This design comes from an exercise in tuning for small area on the open sky130 flow, not from production work.
RTL that was checked went through simulation tests only; none was proved equivalent to the original.

==> flow/design.v (excerpt) <==
module sobel_accel(
        input   wire    [ 2:0]   addr,
        output  reg     [31:0]   rdata,
        input   wire    [31:0]   wdata,
        input   wire             cs,
        input   wire             read,
        input   wire             write,
        input   wire             clk,
        input   wire             rst
);
==> flow/config.mk <==
export PLATFORM = sky130hd
export DESIGN_NAME = sobel_accel
export DESIGN_NICKNAME = sobel_accel
export VERILOG_FILES = /design/flow/design.v
export SDC_FILE = /design/flow/constraint.sdc
export NUM_CORES = 4
export LEC_CHECK = 0
export CAP_MARGIN = 20
export CORE_MARGIN = 2
export CORE_UTILIZATION = 40
export CTS_BUF_LIST = sky130_fd_sc_hd__clkbuf_4
export SLEW_MARGIN = 20
export SYNTH_HIERARCHICAL = 1
==> flow/constraint.sdc <==
create_clock -name core_clock -period 9.0 [get_ports {clk}]
set_input_delay 1.8000 -clock core_clock [delete_from_list [all_inputs] [get_ports {clk}]]
set_output_delay 1.8000 -clock core_clock [all_outputs]
set_load 0.01 [all_outputs]
run.sh (not shown) runs the stock make flow with config.mk's settings and CLKGATE_MAP_FILE= SYNTH_SCRIPT=/design/flow/synth_recipe.tcl, a recipe that flattens the netlist after the stock synthesis.
The starting point finished but failed the layout checks on setup timing.
Change:
--- a/flow/config.mk
+++ b/flow/config.mk
@@ -8,6 +8,6 @@
 export CAP_MARGIN = 20
 export CORE_MARGIN = 2
-export CORE_UTILIZATION = 40
-export CTS_BUF_LIST = sky130_fd_sc_hd__clkbuf_4
+export CORE_UTILIZATION = 50
+export GPL_TIMING_DRIVEN = 0
 export SLEW_MARGIN = 20
 export SYNTH_HIERARCHICAL = 1
Outcome: The new run reached the layout checks and failed them: setup timing; first-iteration DRC count barely changes; routed wire length shrinks by a few percent; final cell count is lower by about a fifth; worst setup slack degrades by 620 ps; die area falls by about a fifth; non-clock buffer count shrinks by 171; worst hold slack is better by 6.9 ps; count of clock-buffer cells in the layout is lower by 45; global-route usage rises by 4.5 points.
Change:
--- a/flow/config.mk
+++ b/flow/config.mk
@@ -8,5 +8,6 @@
 export CAP_MARGIN = 20
 export CORE_MARGIN = 2
-export CORE_UTILIZATION = 50
+export CORE_UTILIZATION = 40
+export CTS_BUF_LIST = sky130_fd_sc_hd__clkbuf_4
 export GPL_TIMING_DRIVEN = 0
 export SLEW_MARGIN = 20
Effect:
- The changed run ran to the end with violations: setup timing
- hold slack gains 15 ps
- synthesized cell count stays the same
- cell count rose by 8.9%
- register-to-register slack is about the same
- via count increases by 1.8%
- clock skew is higher by 18 ps
- area after synthesis does not change
- setup slack gets better by 140 ps
- fmax goes up by 1.5%
Change:
--- a/flow/config.mk
+++ b/flow/config.mk
@@ -8,7 +8,6 @@
 export CAP_MARGIN = 20
 export CORE_MARGIN = 2
-export CORE_UTILIZATION = 40
-export CTS_BUF_LIST = sky130_fd_sc_hd__clkbuf_4
-export GPL_TIMING_DRIVEN = 0
+export CORE_UTILIZATION = 60
+export CTS_BUF_LIST = sky130_fd_sc_hd__clkbuf_8
 export SLEW_MARGIN = 20
 export SYNTH_HIERARCHICAL = 1
Result:
- The new run reached the layout checks and failed them: setup timing
- synthesized area is unchanged
- wire length came out higher by 4.6%
- worst setup slack improved by 210 ps
- cell count came out lower by 1.2%
- via count came out higher by 8.7%
Function was not checked in any run of this note: the RTL went through the layout flow alone.


Setup of try-quartz:
Another version of the RTL of sobel_accel (not shown whole).
For scale: ~220 flip-flops.
// sobel_accel
module sobel_accel(
        input   wire    [ 2:0]   addr,
        output  reg     [31:0]   rdata,
        input   wire    [31:0]   wdata,
        input   wire             cs,
        input   wire             read,
        input   wire             write,
        input   wire             clk,
        input   wire             rst
);
    reg [31:0] data0, data1, data2, data3, data4, data5;
    always @(posedge clk)
        if (cs & write)
            case (addr)
                3'd0: data0 <= wdata;
                3'd1: data1 <= wdata;
                3'd2: data2 <= wdata;
                3'd3: data3 <= wdata;
                3'd4: data4 <= wdata;
                3'd5: data5 <= wdata;
            endcase
    wire [2:0] ra = addr;
    wire h = ra[2] & (ra[0] | ~ra[1]);
    wire [31:0] ra_n, rb_n, rc_, rd_;
    MUXI32 ma (.s(h), .a(data0), .b(data2), .y(ra_n));
    MUXI32 mb (.s(h), .a(data1), .b(data3), .y(rb_n));
    MUX32  mc (.s(h), .a(data2), .b(data4), .y(rc_));
    MUX32  md (.s(h), .a(data3), .b(data5), .y(rd_));
    wire [7:0] s00, s01, s10, s11;
    SOBEL  U0 (.t(ra_n), .m(rb_n), .b(rc_), .out0(s00), .out1(s01));
    SOBELX U1 (.t(rb_n), .m(rc_),  .b(rd_), .out0(s10), .out1(s11));
    wire [31:0] res = {s00, s01, s10, s11};
    wire sa = ~ra[2] & ~ra[1] & ~ra[0];
    wire sb = ~ra[2] & ~ra[1] & ra[0];
    wire ss = ra[2] & ra[1];
    wire sc = (ra[2] ^ ra[1]) & ~ra[0];    
    wire sd = (ra[2] ^ ra[1]) & ra[0];     
    wire [31:0] rd_next;
    OMUX32 mo (.an(ra_n), .bn(rb_n), .c(rc_), .d(rd_), .r(res),
               .sa(sa), .sb(sb), .sc(sc), .sd(sd), .sr(ss), .y(rd_next));
    always @(posedge clk) rdata <= rd_next;
endmodule
export LEC_CHECK = 0
export CAP_MARGIN = 20
export CORE_MARGIN = 2
export CORE_UTILIZATION = 40
export GPL_TIMING_DRIVEN = 0
export SLEW_MARGIN = 20
export SYNTH_HIERARCHICAL = 1
create_clock -name core_clock -period 9.0 [get_ports {clk}]
## Diff of input files: try-garnet against try-quartz
Settings: CORE_UTILIZATION now 60, was 40.
==> flow/flow/run.sh (new file) <==
#!/bin/bash
# Layout flow: the standard flow (standard.sh), with the standard
# synthesis unchanged and two changes after it:
#  - before floorplanning, every combinational cell that synthesis gave a
#    drive strength above 1 starts at its smallest size (downsize.tcl); the
#    resizer's later timing and design repairs size up again where needed;
#    the buffers synthesis inserted are removed (REMOVE_ABC_BUFFERS);
#  - the port buffers are buf_1 cells.
# Each tool's output goes to a log file of its own in this folder.
set -euo pipefail
here=$(pwd)
bash standard.sh synth > synth.log 2>&1
bash standard.sh PRE_FLOORPLAN_TCL="$here/flow/downsize.tcl" REMOVE_ABC_BUFFERS=1 \
    "BUFFER_PORTS_ARGS=-buffer_cell sky130_fd_sc_hd__buf_1" finish > layout.log 2>&1
==> flow/flow/downsize.tcl (new file) <==
# Sourced by ORFS's floorplan.tcl (PRE_FLOORPLAN_TCL) right after the
# synthesised netlist is loaded: swap each combinational cell above drive
# strength 1 for the same function at the smallest drive strength.
set db [ord::get_db]
set block [ord::get_db_block]
set n 0
foreach inst [$block getInsts] {
  set name [[$inst getMaster] getName]
  if {![regexp {^(sky130_fd_sc_hd__[a-z0-9]+)_([0-9]+)$} $name -> base drive]} { continue }
  if {$drive <= 1} { continue }
  if {[regexp {__(df|edf|sdf|dl|sedf|ha|fa)} $base]} { continue }
  foreach d {1 0} {
    set m [$db findMaster ${base}_$d]
    if {$m ne "NULL" && $m ne ""} {
      $inst swapMaster $m
      incr n
      break
    }
  }
}
puts "downsize.tcl: $n cells set to their smallest drive strength"
==> flow/standard.sh (new file) <==
#!/bin/bash
# synth_recipe.tcl (not shown) runs the flow's synth.tcl, then flattens the netlist and writes it again
# the make line also repeats each setting of config.mk as NAME=value (left out here)
make -C /OpenROAD-flow-scripts/flow DESIGN_CONFIG=/design/flow/config.mk WORK_HOME=/design/flow/orfs CLKGATE_MAP_FILE= SYNTH_SCRIPT=/design/flow/synth_recipe.tcl "${@:-finish}"
removed: flow/run.sh
Clock latency on the worst-skew pair was lower in try-garnet than in try-quartz.
Worst setup margin deteriorates in try-garnet relative to try-quartz.
Here is what was changed in the inputs of try-pepper compared with try-garnet.
Settings: CTS_CLUSTER_DIAMETER now 80, previously not set; CTS_CLUSTER_SIZE now 40, previously not set.
### Flow results
- Final setup slack of the worst path was higher in the run labelled try-garnet.
- Number of vias after detailed routing sits lower in try-pepper than in try-garnet.
- A critical path endpoint of rdata[20]$_DFF_P_ is what try-pepper shows, while rdata[6]$_DFF_P_ belongs to try-garnet.
Input changes introduced in try-umber (baseline for comparison: try-pepper):
Settings: swapping 60 for 40 in CORE_UTILIZATION; clearing CTS_CLUSTER_DIAMETER, which used to be 80; clearing CTS_CLUSTER_SIZE, which used to be 40.
Taking try-pepper as the reference, in try-umber measured slew at the worst slew-check pin saw an increase; number of placement rows saw an increase.
Compared try-umber against try-pepper; via count within noise.
Of try-umber and try-pepper, try-umber shows the lower critical-path maximum fanout, with try-pepper above it.
### try-umber -> try-onyx
Settings: CTS_CLUSTER_SIZE: unset -> 30; CTS_CLUSTER_DIAMETER: unset -> 100; CORE_UTILIZATION: 40 -> 60.
--- outcome ---
Going from try-umber to try-onyx, post-route met1 wirelength decreased by about 8% relative to the old numbers; critical path depth decreased by about 4% relative to the old numbers; fmax closely matched the old numbers. Comparing count of clock-buffer cells in the layout for try-umber and try-onyx, the bigger number came from try-umber. Taking try-umber as the reference point, the biggest cell delay along the critical path of try-onyx rises by 100 ps. try-onyx vs. try-umber: non-clock buffer count fell 4.6%; number of gates resized after cts fell 17%; tightest slew margin relative to the limit rose 1.8 points; total wire length fell 2000 um.


== run 1 ==
Another version of the RTL of sobel_accel (not shown whole).
For scale: roughly 1,200 cells after synthesis, about 72 I/O pins.
export LEC_CHECK = 0
export CAP_MARGIN = 20
export CORE_MARGIN = 2
export CORE_UTILIZATION = 75
export CTS_CLUSTER_DIAMETER = 100
export CTS_CLUSTER_SIZE = 30
export GPL_TIMING_DRIVEN = 1
export SLEW_MARGIN = 20
export SYNTH_HIERARCHICAL = 1
create_clock -name core_clock -period 9.0 [get_ports {clk}]
standard.sh (not shown) runs the stock make flow with config.mk's settings and CLKGATE_MAP_FILE= SYNTH_SCRIPT=/design/flow/synth_recipe.tcl, a recipe that flattens the netlist after the stock synthesis.
==> flow/flow/run.sh <==
#!/bin/bash
# Layout flow: the standard flow (standard.sh), with the standard
# synthesis unchanged and two changes after it:
#  - before floorplanning, every combinational cell that synthesis gave a
#    drive strength above 1 starts at its smallest size (downsize.tcl); the
#    resizer's later timing and design repairs size up again where needed;
#    the buffers synthesis inserted are removed (REMOVE_ABC_BUFFERS);
#  - the port buffers are buf_1 cells.
# Each tool's output goes to a log file of its own in this folder.
set -euo pipefail
here=$(pwd)
bash standard.sh synth > synth.log 2>&1
bash standard.sh PRE_FLOORPLAN_TCL="$here/flow/downsize.tcl" REMOVE_ABC_BUFFERS=1 \
    "BUFFER_PORTS_ARGS=-buffer_cell sky130_fd_sc_hd__buf_1" finish > layout.log 2>&1
==> flow/flow/downsize.tcl <==
# Sourced by ORFS's floorplan.tcl (PRE_FLOORPLAN_TCL) right after the
# synthesised netlist is loaded: swap each combinational cell above drive
# strength 1 for the same function at the smallest drive strength.
set db [ord::get_db]
set block [ord::get_db_block]
set n 0
foreach inst [$block getInsts] {
  set name [[$inst getMaster] getName]
  if {![regexp {^(sky130_fd_sc_hd__[a-z0-9]+)_([0-9]+)$} $name -> base drive]} { continue }
  if {$drive <= 1} { continue }
  if {[regexp {__(df|edf|sdf|dl|sedf|ha|fa)} $base]} { continue }
  foreach d {1 0} {
    set m [$db findMaster ${base}_$d]
    if {$m ne "NULL" && $m ne ""} {
      $inst swapMaster $m
      incr n
      break
    }
  }
}
puts "downsize.tcl: $n cells set to their smallest drive strength"
Run 1: flow completed, timing, DRC and antenna clean
Relative to run 1, the following input files were edited for run 2:
# run 1
export LEC_CHECK = 0
export CAP_MARGIN = 20
export CORE_MARGIN = 2
export CORE_UTILIZATION = 75
export CTS_CLUSTER_DIAMETER = 100
export CTS_CLUSTER_SIZE = 30
export GPL_TIMING_DRIVEN = 1
export SLEW_MARGIN = 20
export SYNTH_HIERARCHICAL = 1
create_clock -name core_clock -period 9.0 [get_ports {clk}]
# run 2
export LEC_CHECK = 0
export CAP_MARGIN = 10
export CORE_MARGIN = 2
export CORE_UTILIZATION = 75
export CTS_CLUSTER_DIAMETER = 100
export CTS_CLUSTER_SIZE = 30
export GPL_TIMING_DRIVEN = 1
export SLEW_MARGIN = 10
export SYNTH_HIERARCHICAL = 1
create_clock -name core_clock -period 9.0 [get_ports {clk}]
==> comparison <==
- Going from run 1 to run 2, time the worst path needs with I/O delays and setup now sits at about the same level, global-route usage ~0 delta.
Input changes introduced in run 3 (baseline for comparison: run 2):
# run 2
export LEC_CHECK = 0
export CAP_MARGIN = 10
export CORE_MARGIN = 2
export CORE_UTILIZATION = 75
export CTS_CLUSTER_DIAMETER = 100
export CTS_CLUSTER_SIZE = 30
export GPL_TIMING_DRIVEN = 1
export SLEW_MARGIN = 10
export SYNTH_HIERARCHICAL = 1
create_clock -name core_clock -period 9.0 [get_ports {clk}]
# run 3
export LEC_CHECK = 0
export CAP_MARGIN = 20
export CORE_MARGIN = 2
export CORE_UTILIZATION = 70
export CTS_CLUSTER_DIAMETER = 100
export CTS_CLUSTER_SIZE = 30
export GPL_TIMING_DRIVEN = 1
export SLEW_MARGIN = 20
export SYNTH_HIERARCHICAL = 1
create_clock -name core_clock -period 9.0 [get_ports {clk}]
Notes after the runs:
Comparing synthesis-to-layout area growth for run 2 and run 3, the bigger number came from run 3. Relative to run 2, arrival time at the worst endpoint has gone down in run 3. For clock-pin slew on the worst setup and hold paths, run 3 and run 2 come out practically identical. Comparing run 2 against run 3, there is no change at all in post-synthesis cell count. Compared with run 2, routed wire length in run 3 decreased by a few percent. Run 3 completed every stage of the flow, and the final layout passed the timing, DRC and antenna checks. Re total stage count of the critical path: run 3 is about 14% up on run 2. Compared with run 2, total die area in run 3 increased by a few percent. What run 3 reported for pin count of the biggest net entering global routing has to be multiplied by 0.73 to get the figure for run 2. Design area: run 3 vs run 2 up about 0.8%.
#### Input delta (run 4 over run 3)
# run 3
export LEC_CHECK = 0
export CAP_MARGIN = 20
export CORE_MARGIN = 2
export CORE_UTILIZATION = 70
export CTS_CLUSTER_DIAMETER = 100
export CTS_CLUSTER_SIZE = 30
export GPL_TIMING_DRIVEN = 1
export SLEW_MARGIN = 20
export SYNTH_HIERARCHICAL = 1
create_clock -name core_clock -period 9.0 [get_ports {clk}]
# run 4
export LEC_CHECK = 0
export CAP_MARGIN = 20
export CORE_MARGIN = 2
export CORE_UTILIZATION = 75
export CTS_CLUSTER_DIAMETER = 90
export CTS_CLUSTER_SIZE = 36
export GPL_TIMING_DRIVEN = 1
export SLEW_MARGIN = 20
export SYNTH_HIERARCHICAL = 1
create_clock -name core_clock -period 9.0 [get_ports {clk}]
- Worst setup slack | run 4 below run 3
- Reported for run 3 and run 4, number of buffers inserted by port buffering turned out identical to the last digit.
- Compared to run 3, the routing of run 4 uses more wire.
- Summary of run 4 over run 3: wire length of the first global-routing pass increased 2.3 mm; achievable clock frequency shrank by 1.6%.

[what the ideal ports hide]
The flow's constraints put no driver on any port. The routed layouts listed below were extracted and timed again, unchanged, in two steps.
Step 1 (the two cells are an assumption about what drives the block):
set clk [get_ports {clk}]
set_driving_cell -lib_cell sky130_fd_sc_hd__clkbuf_16 $clk
set_driving_cell -lib_cell sky130_fd_sc_hd__buf_2 [delete_from_list [all_inputs] $clk]
Step 2 moves the port delays by t, midway between the first and last clock arrival at a register: inputs arrive t later, outputs are due t later. That takes back most of the time a late clock gives input paths.
a / b / c = ideal ports / drivers / drivers and shift; a / b = the first two.
run | t (ns) | setup WS [ns] | worst setup path after step 2 | worst register clock-pin slew, ns
the first run of note 1 | 0.802 | -0.035 / -0.033 / -0.836 | input to register | 0.07 / 0.07
the second run of note 1 | 0.581 | -0.653 / -0.651 / -1.232 | input to register | 0.06 / 0.06
the third run of note 1 | 0.790 | -0.510 / -0.507 / -1.297 | input to register | 0.08 / 0.08
the fourth run of note 1 | 0.593 | -0.300 / -0.330 / -0.923 | input to register | 0.11 / 0.11
try-quartz | 0.589 | 0.195 / 0.227 / -0.362 | input to register | 0.06 / 0.06
try-garnet | 0.568 | 0.149 / 0.169 / -0.398 | input to register | 0.06 / 0.06
try-pepper | 0.546 | 0.079 / 0.108 / -0.437 | input to register | 0.11 / 0.11
try-umber | 0.575 | 0.153 / 0.172 / -0.403 | input to register | 0.06 / 0.06
try-onyx | 0.530 | 0.138 / 0.167 / -0.363 | input to register | 0.11 / 0.11
run 1 | 0.525 | 0.212 / 0.236 / -0.289 | input to register | 0.11 / 0.11
run 2 | 0.525 | 0.212 / 0.236 / -0.289 | input to register | 0.11 / 0.11
run 3 | 0.521 | 0.329 / 0.356 / -0.165 | input to register | 0.11 / 0.11
run 4 | 0.528 | 0.192 / 0.216 / -0.312 | input to register | 0.12 / 0.12
With both steps, setup timing fails in 9 of these runs, where it was met with ideal ports. The setup slack of the first run of note 1, which loses most, moves by +0.002 ns with the drivers and by -0.801 ns with both steps.
